From an optimization exercise on the open Yosys and OpenROAD flow, aimed at small area; shortcuts taken in it are not production practice.
In this exercise RTL edits were held to simulation tests only and were not proved equivalent to the original.
The clock port is modelled as an ideal driver; clocking choices that lean on that would not hold on a real chip.
Power is estimated from default activity; no workload was simulated.

## at21_ctrl
module at21_ctrl
(
   clkin,
   reset,
   write,
   shift_bytes,
   datain,
   addr,
   read,
   read_sn,
   busy,
   data_valid,
   dataout,
   sdo,
   sdo_en,
   sdi
);
Size: about 250 cells after synthesis, about 93 flip-flops, roughly 34 I/O pins, roughly 3400 µm² of cells after synthesis.
export LEC_CHECK = 0
export CAP_MARGIN = 20
export CORE_MARGIN = 2
export CORE_UTILIZATION = 40
export SLEW_MARGIN = 20
create_clock -name core_clock -period 10.0 [get_ports {clkin}]
standard.sh (not shown) runs the stock make flow with config.mk's settings and CLKGATE_MAP_FILE= SYNTH_SCRIPT=/design/flow/synth_recipe.tcl, a recipe that flattens the netlist after the stock synthesis.
==> flow/flow/run.sh <==
#!/bin/bash
# Layout flow: the standard flow with three changes.
# - synthesis: the standard script, but ABC maps the logic for area with
#   several scripts (flow/area*.abc) and the smallest result is kept, and
#   Yosys's adder cells are not used (flow/synth.tcl);
# - the port buffers are the smallest buffer, buf_1;
# - the clock tree is built without dummy loads.
# Each make step's full log is in orfs/logs/; make's output is in synth.log
# and layout.log.
set -euo pipefail
W=$(pwd)
export MY_ABC_SCRIPTS="$(ls $W/flow/area*.abc | tr '\n' ' ')"
export BUFFER_PORTS_ARGS="-buffer_cell sky130_fd_sc_hd__buf_1"
export CTS_ARGS="-sink_clustering_enable -repair_clock_nets -dont_use_dummy_load"
sed "s#$W/synth_recipe.tcl#$W/flow/synth.tcl#" standard.sh > my_standard.sh
grep -q "$W/flow/synth.tcl" my_standard.sh
bash my_standard.sh synth > synth.log 2>&1
bash my_standard.sh > layout.log 2>&1
==> flow/flow/synth.tcl <==
# synth_recipe.tcl with one change: ABC maps the combinational logic with
# each of the flow's area scripts (MY_ABC_SCRIPTS) in turn and the smallest
# result is kept. Registers are mapped before ABC, so they are unchanged.
proc synth {args} { yosys synth -nofsm -noshare {*}$args }
proc my_area {} {
  set s [tee -q -s result.string stat {*}$::lib_args]
  if { [regexp {Chip area for module[^:]*:\s*([0-9.]+)} $s -> a] } { return $a }
  return 1e18
}
proc my_abc {args} {
  set i [lsearch -exact $args -script]
  design -save my_pre_abc
  set best 1e18
  foreach scr $::env(MY_ABC_SCRIPTS) {
    design -load my_pre_abc
    yosys abc {*}[lreplace $args [expr {$i + 1}] [expr {$i + 1}] $scr]
    set a [my_area]
    puts "MY_ABC $scr area $a"
    if { $a < $best } {
      set best $a
      design -save my_best_abc
    }
  }
  design -load my_best_abc
  puts "MY_ABC best area $best"
}
# the preamble sets abc_args after importing Yosys's commands: replace abc then
proc my_hook {name1 name2 op} {
  if { [info commands abc] ne "" && [info commands my_orig_abc] eq "" } {
    rename abc my_orig_abc
    proc abc {args} { my_abc {*}$args }
  }
}
trace add variable ::abc_args write my_hook
# no adder cells: Yosys maps arithmetic to plain gates for ABC
set ::env(ADDER_MAP_FILE) ""
source $::env(SCRIPTS_DIR)/synth.tcl
# left out here: clear keep_hierarchy, flatten, clean up, hide names made inside functions, write 1_2_yosys.v
Other scripts of this flow, unchanged in this note and not shown: flow/flow/area1.abc, flow/flow/area2.abc, flow/flow/area3.abc, flow/flow/area4.abc, flow/flow/area5.abc, flow/flow/area6.abc
The first run finished with timing, DRC and antenna clean.
Then changed:
--- a/flow/flow/run.sh
+++ b/flow/flow/run.sh
@@ -6,3 +6,4 @@
 # - the port buffers are the smallest buffer, buf_1;
-# - the clock tree is built without dummy loads.
+# - the clock tree is built from clkbuf_4 without dummy loads, and
+#   flow/cts_post.tcl upsizes the clock buffers whose load slew is high.
 # Each make step's full log is in orfs/logs/; make's output is in synth.log
@@ -13,3 +14,4 @@
 export BUFFER_PORTS_ARGS="-buffer_cell sky130_fd_sc_hd__buf_1"
-export CTS_ARGS="-sink_clustering_enable -repair_clock_nets -dont_use_dummy_load"
+export CTS_ARGS="-sink_clustering_enable -repair_clock_nets -dont_use_dummy_load -buf_list sky130_fd_sc_hd__clkbuf_4"
+export POST_CTS_TCL=$W/flow/cts_post.tcl
 sed "s#$W/synth_recipe.tcl#$W/flow/synth.tcl#" standard.sh > my_standard.sh
==> flow/flow/area10.abc (new file) <==
strash
&get -n
&deepsyn -J 200 -S 10
&put
dch -f
amap
topo
==> flow/flow/area7.abc (new file) <==
strash
&get -n
&deepsyn -J 200 -S 7
&put
dch -f
amap
topo
==> flow/flow/area8.abc (new file) <==
strash
&get -n
&deepsyn -J 200 -S 8
&put
dch -f
amap
topo
==> flow/flow/area9.abc (new file) <==
strash
&get -n
&deepsyn -J 200 -S 9
&put
dch -f
amap
topo
==> flow/flow/cts_post.tcl (new file) <==
set my_target 0.112
for {set it 0} {$it < 12} {incr it} {
  estimate_parasitics -placement
  set worst ""
  set wslew $my_target
  foreach inst [get_cells *] {
    set m [get_property $inst ref_name]
    if { $m ne "sky130_fd_sc_hd__clkbuf_4" } { continue }
    set out [get_pins -of_objects $inst -filter "direction == output"]
    foreach p [get_pins -of_objects [get_nets -of_objects $out] -filter "direction == input"] {
      set s [get_property $p slew_max]
      if { $s > $wslew } {
        set wslew $s
        set worst $inst
      }
    }
  }
  if { $worst eq "" } { break }
  puts "cts_post: [get_property $worst full_name] load slew $wslew: clkbuf_8"
  replace_cell $worst sky130_fd_sc_hd__clkbuf_8
}
detailed_placement
check_placement -verbose
estimate_parasitics -placement
--- a/flow/flow/synth.tcl
+++ b/flow/flow/synth.tcl
@@ -15,3 +15,6 @@
     design -load my_pre_abc
-    yosys abc {*}[lreplace $args [expr {$i + 1}] [expr {$i + 1}] $scr]
+    if { [catch { yosys abc {*}[lreplace $args [expr {$i + 1}] [expr {$i + 1}] $scr] } err] } {
+      puts "MY_ABC $scr failed: $err"
+      continue
+    }
     set a [my_area]
- CAP_MARGIN: 20 -> 0
- SLEW_MARGIN: 20 -> 0
After rerunning: The new run completed without violations. Design area went down by about 0.5%. Setup slack barely changes. Die area stays the same.
Then changed:
- CAP_MARGIN: 0 -> 20
- SLEW_MARGIN: 0 -> 20
=> The changed run went through all stages and came out clean; cell count is unchanged; die area stays the same; setup slack stays the same; synthesized area stays the same; critical path depth is unchanged; power does not change; non-clock buffer count does not change; sequential cell count stays the same; sequential share of layout area is unchanged; count of clock-buffer cells in the layout does not change.

---

Setup of onyx:
at21_ctrl again, from the RTL that the note above started with.
export LEC_CHECK = 0
export CAP_MARGIN = 20
export CORE_MARGIN = 2
export CORE_UTILIZATION = 40
export SLEW_MARGIN = 20
create_clock -name core_clock -period 10.0 [get_ports {clkin}]
==> flow/flow/run.sh <==
#!/bin/bash
# Layout flow: the standard flow with three changes.
# - synthesis: the standard script, but ABC maps the logic for area with
#   several scripts (flow/area*.abc) and the smallest result is kept, and
#   Yosys's adder cells are not used (flow/synth.tcl);
# - the port buffers are the smallest buffer, buf_1;
# - the clock tree is built from clkbuf_4 without dummy loads, and
#   flow/cts_post.tcl upsizes the clock buffers whose load slew is high.
# Each make step's full log is in orfs/logs/; make's output is in synth.log
# and layout.log.
set -euo pipefail
W=$(pwd)
export MY_ABC_SCRIPTS="$(ls $W/flow/area*.abc | tr '\n' ' ')"
export BUFFER_PORTS_ARGS="-buffer_cell sky130_fd_sc_hd__buf_1"
export CTS_ARGS="-sink_clustering_enable -repair_clock_nets -dont_use_dummy_load -buf_list sky130_fd_sc_hd__clkbuf_4"
export POST_CTS_TCL=$W/flow/cts_post.tcl
sed "s#$W/synth_recipe.tcl#$W/flow/synth.tcl#" standard.sh > my_standard.sh
grep -q "$W/flow/synth.tcl" my_standard.sh
bash my_standard.sh synth > synth.log 2>&1
bash my_standard.sh > layout.log 2>&1
==> flow/flow/area1.abc <==
strash
&get -n
&deepsyn -J 200 -S 1
&put
dch -f
amap
topo
==> flow/flow/area10.abc <==
strash
&get -n
&deepsyn -J 200 -S 10
&put
dch -f
amap
topo
==> flow/flow/area2.abc <==
strash
&get -n
&deepsyn -J 200 -S 2
&put
dch -f
amap
topo
==> flow/flow/area3.abc <==
strash
&get -n
&deepsyn -J 200 -S 3
&put
dch -f
amap
topo
==> flow/flow/area4.abc <==
strash
&get -n
&deepsyn -J 200 -S 4
&put
dch -f
amap
topo
==> flow/flow/area5.abc <==
strash
&get -n
&deepsyn -J 200 -S 5
&put
dch -f
amap
topo
==> flow/flow/area6.abc <==
strash
&get -n
&deepsyn -J 200 -S 6
&put
dch -f
amap
topo
==> flow/flow/area7.abc <==
strash
&get -n
&deepsyn -J 200 -S 7
&put
dch -f
amap
topo
==> flow/flow/area8.abc <==
strash
&get -n
&deepsyn -J 200 -S 8
&put
dch -f
amap
topo
==> flow/flow/area9.abc <==
strash
&get -n
&deepsyn -J 200 -S 9
&put
dch -f
amap
topo
==> flow/flow/cts_post.tcl <==
set my_target 0.110
for {set it 0} {$it < 4} {incr it} {
  estimate_parasitics -placement
  set changed 0
  foreach inst [get_cells *] {
    set m [get_property $inst ref_name]
    if { $m ne "sky130_fd_sc_hd__clkbuf_4" } { continue }
    set out [get_pins -of_objects $inst -filter "direction == output"]
    set mx 0
    foreach p [get_pins -of_objects [get_nets -of_objects $out] -filter "direction == input"] {
      set s [get_property $p slew_max]
      if { $s > $mx } { set mx $s }
    }
    if { $mx > $my_target } {
      puts "cts_post: [get_property $inst full_name] load slew $mx: clkbuf_8"
      replace_cell $inst sky130_fd_sc_hd__clkbuf_8
      incr changed
    }
  }
  if { $changed == 0 } { break }
}
detailed_placement
check_placement -verbose
estimate_parasitics -placement
==> flow/flow/synth.tcl <==
# synth_recipe.tcl with one change: ABC maps the combinational logic with
# each of the flow's area scripts (MY_ABC_SCRIPTS) in turn and the smallest
# result is kept. Registers are mapped before ABC, so they are unchanged.
proc synth {args} { yosys synth -nofsm -noshare {*}$args }
proc my_area {} {
  set s [tee -q -s result.string stat {*}$::lib_args]
  if { [regexp {Chip area for module[^:]*:\s*([0-9.]+)} $s -> a] } { return $a }
  return 1e18
}
proc my_abc {args} {
  set i [lsearch -exact $args -script]
  design -save my_pre_abc
  set best 1e18
  foreach scr $::env(MY_ABC_SCRIPTS) {
    design -load my_pre_abc
    if { [catch { yosys abc {*}[lreplace $args [expr {$i + 1}] [expr {$i + 1}] $scr] } err] } {
      puts "MY_ABC $scr failed: $err"
      continue
    }
    set a [my_area]
    puts "MY_ABC $scr area $a"
    if { $a < $best } {
      set best $a
      design -save my_best_abc
    }
  }
  design -load my_best_abc
  puts "MY_ABC best area $best"
}
# the preamble sets abc_args after importing Yosys's commands: replace abc then
proc my_hook {name1 name2 op} {
  if { [info commands abc] ne "" && [info commands my_orig_abc] eq "" } {
    rename abc my_orig_abc
    proc abc {args} { my_abc {*}$args }
  }
}
trace add variable ::abc_args write my_hook
# no adder cells: Yosys maps arithmetic to plain gates for ABC
set ::env(ADDER_MAP_FILE) ""
source $::env(SCRIPTS_DIR)/synth.tcl
# left out here: clear keep_hierarchy, flatten, clean up, hide names made inside functions, write 1_2_yosys.v
Input changes introduced in delta (baseline for comparison: onyx):
==> flow/flow/area11.abc (new file) <==
strash
&get -n
&deepsyn -J 200 -S 11
&put
dch -f
amap
topo
==> flow/flow/area12.abc (new file) <==
strash
&get -n
&deepsyn -J 200 -S 12
&put
dch -f
amap
topo
==> flow/flow/area13.abc (new file) <==
strash
&get -n
&deepsyn -J 200 -S 13
&put
dch -f
amap
topo
==> flow/flow/area14.abc (new file) <==
strash
&get -n
&deepsyn -J 200 -S 14
&put
dch -f
amap
topo
==> flow/flow/area15.abc (new file) <==
strash
&get -n
&deepsyn -J 200 -S 15
&put
dch -f
amap
topo
==> flow/flow/area16.abc (new file) <==
strash
&get -n
&deepsyn -J 200 -S 16
&put
dch -f
amap
topo
==> flow/flow/area17.abc (new file) <==
strash
&get -n
&deepsyn -J 200 -S 17
&put
dch -f
amap
topo
==> flow/flow/area18.abc (new file) <==
strash
&get -n
&deepsyn -J 200 -S 18
&put
dch -f
amap
topo
==> flow/flow/area19.abc (new file) <==
strash
&get -n
&deepsyn -J 200 -S 19
&put
dch -f
amap
topo
==> flow/flow/area20.abc (new file) <==
strash
&get -n
&deepsyn -J 200 -S 20
&put
dch -f
amap
topo
==> flow/flow/cts_post.tcl <==
set my_target 0.112
for {set it 0} {$it < 12} {incr it} {
  estimate_parasitics -placement
  set worst ""
  set wslew $my_target
  foreach inst [get_cells *] {
    set m [get_property $inst ref_name]
    if { $m ne "sky130_fd_sc_hd__clkbuf_4" } { continue }
    set out [get_pins -of_objects $inst -filter "direction == output"]
    foreach p [get_pins -of_objects [get_nets -of_objects $out] -filter "direction == input"] {
      set s [get_property $p slew_max]
      if { $s > $wslew } {
        set wslew $s
        set worst $inst
      }
    }
  }
  if { $worst eq "" } { break }
  puts "cts_post: [get_property $worst full_name] load slew $wslew: clkbuf_8"
  replace_cell $worst sky130_fd_sc_hd__clkbuf_8
}
detailed_placement
check_placement -verbose
estimate_parasitics -placement
==> comparison <==
Compared with onyx, in delta count of clock-buffer cells in the layout has remained practically unchanged, detailed-route vias per instance has increased, compound-cell area share of the yosys netlist has decreased. Looking at onyx and delta, the pin count of the biggest net entering global routing is a wash. Number of buffers and inverters on the critical path: onyx vs delta identical.
The inputs of harbor differ from those of delta as listed below.
--- a/flow/flow/cts_post.tcl
+++ b/flow/flow/cts_post.tcl
@@ -1,3 +1,3 @@
-set my_target 0.112
+set my_target 0.120
 for {set it 0} {$it < 12} {incr it} {
   estimate_parasitics -placement
removed: flow/flow/area11.abc
removed: flow/flow/area12.abc
removed: flow/flow/area13.abc
removed: flow/flow/area14.abc
removed: flow/flow/area15.abc
removed: flow/flow/area16.abc
removed: flow/flow/area17.abc
removed: flow/flow/area18.abc
removed: flow/flow/area19.abc
removed: flow/flow/area20.abc
==> notes.md <==
Relative to delta, global-route usage has decreased by 0.62 points in harbor.
Going from delta to harbor, core utilization saw an increase; net switching fraction of the power went up.
Modified inputs, pepper compared to harbor
--- a/flow/flow/run.sh
+++ b/flow/flow/run.sh
@@ -2,5 +2,6 @@
 # Layout flow: the standard flow with three changes.
 # - synthesis: the standard script, but ABC maps the logic for area with
-#   several scripts (flow/area*.abc) and the smallest result is kept, and
+#   several scripts (one ABC area flow with 30 different random
+#   seeds, written to abc/) and the smallest result is kept, and
 #   Yosys's adder cells are not used (flow/synth.tcl);
 # - the port buffers are the smallest buffer, buf_1;
@@ -11,5 +12,12 @@
 set -euo pipefail
 W=$(pwd)
-export MY_ABC_SCRIPTS="$(ls $W/flow/area*.abc | tr '\n' ' ')"
+# ABC area flow, one script per random seed of &deepsyn
+mkdir -p $W/abc
+MY_ABC_SCRIPTS=""
+for S in $(seq 1 30); do
+  printf 'strash\n&get -n\n&deepsyn -J 200 -S %d\n&put\ndch -f\namap\ntopo\n' $S > $W/abc/area$S.abc
+  MY_ABC_SCRIPTS="$MY_ABC_SCRIPTS $W/abc/area$S.abc"
+done
+export MY_ABC_SCRIPTS
 export BUFFER_PORTS_ARGS="-buffer_cell sky130_fd_sc_hd__buf_1"
 export CTS_ARGS="-sink_clustering_enable -repair_clock_nets -dont_use_dummy_load -buf_list sky130_fd_sc_hd__clkbuf_4"
--- a/flow/flow/cts_post.tcl
+++ b/flow/flow/cts_post.tcl
@@ -1,3 +1,3 @@
-set my_target 0.120
+set my_target 0.112
 for {set it 0} {$it < 12} {incr it} {
   estimate_parasitics -placement
removed: flow/flow/area1.abc
removed: flow/flow/area10.abc
removed: flow/flow/area2.abc
removed: flow/flow/area3.abc
removed: flow/flow/area4.abc
removed: flow/flow/area5.abc
removed: flow/flow/area6.abc
removed: flow/flow/area7.abc
removed: flow/flow/area8.abc
removed: flow/flow/area9.abc
[summary]
pepper ends up with a register-to-register slack that is 130 ps lower than in harbor. Summary of pepper over harbor: area share of and/or/nand/nor cells after synthesis shows an increase of 1.0 points; core utilization shows a reduction of 0.17 points; first-pass GRT wire length shows an increase of about 7%. Compared with harbor, in pepper overall die width now sits at about the same level, average cell area after synthesis now sits lower.

-- port drivers added, routing unchanged --
No port has a modelled driver above. Below, the same layouts with a new extraction and two added sets of constraints. Step 1 sets driving cells, clkbuf_16 on the clock port and buf_2 on the other inputs (assumed; they add their load-dependent delay and slew). Step 2 adds t to the input delays and takes it off the output delays; t is the mean of the earliest and latest rising clock arrival at the registers after step 1. Input paths then give back, and output paths get back, about the clock's delay inside the block. Slacks: no drivers / after step 1 / after step 2; pairs: no drivers / after step 1.
run	t (ns)	setup WS [ns]	worst register clock-pin slew, ns
the first run of note 1	0.365	5.432 / 5.408 / 5.408	0.09 / 0.09
the second run of note 1	0.368	5.432 / 5.409 / 5.409	0.10 / 0.10
the third run of note 1	0.368	5.432 / 5.409 / 5.409	0.10 / 0.10
onyx	0.368	5.432 / 5.409 / 5.409	0.10 / 0.10
delta	0.360	5.343 / 5.320 / 5.320	0.10 / 0.10
harbor	0.373	5.429 / 5.406 / 5.406	0.12 / 0.12
pepper	0.360	5.343 / 5.320 / 5.320	0.10 / 0.10
After both steps every run listed still meets setup and hold. For the first run of note 1, which loses most, drivers alone change the setup slack by -0.024 ns; drivers and shift together by -0.024 ns.
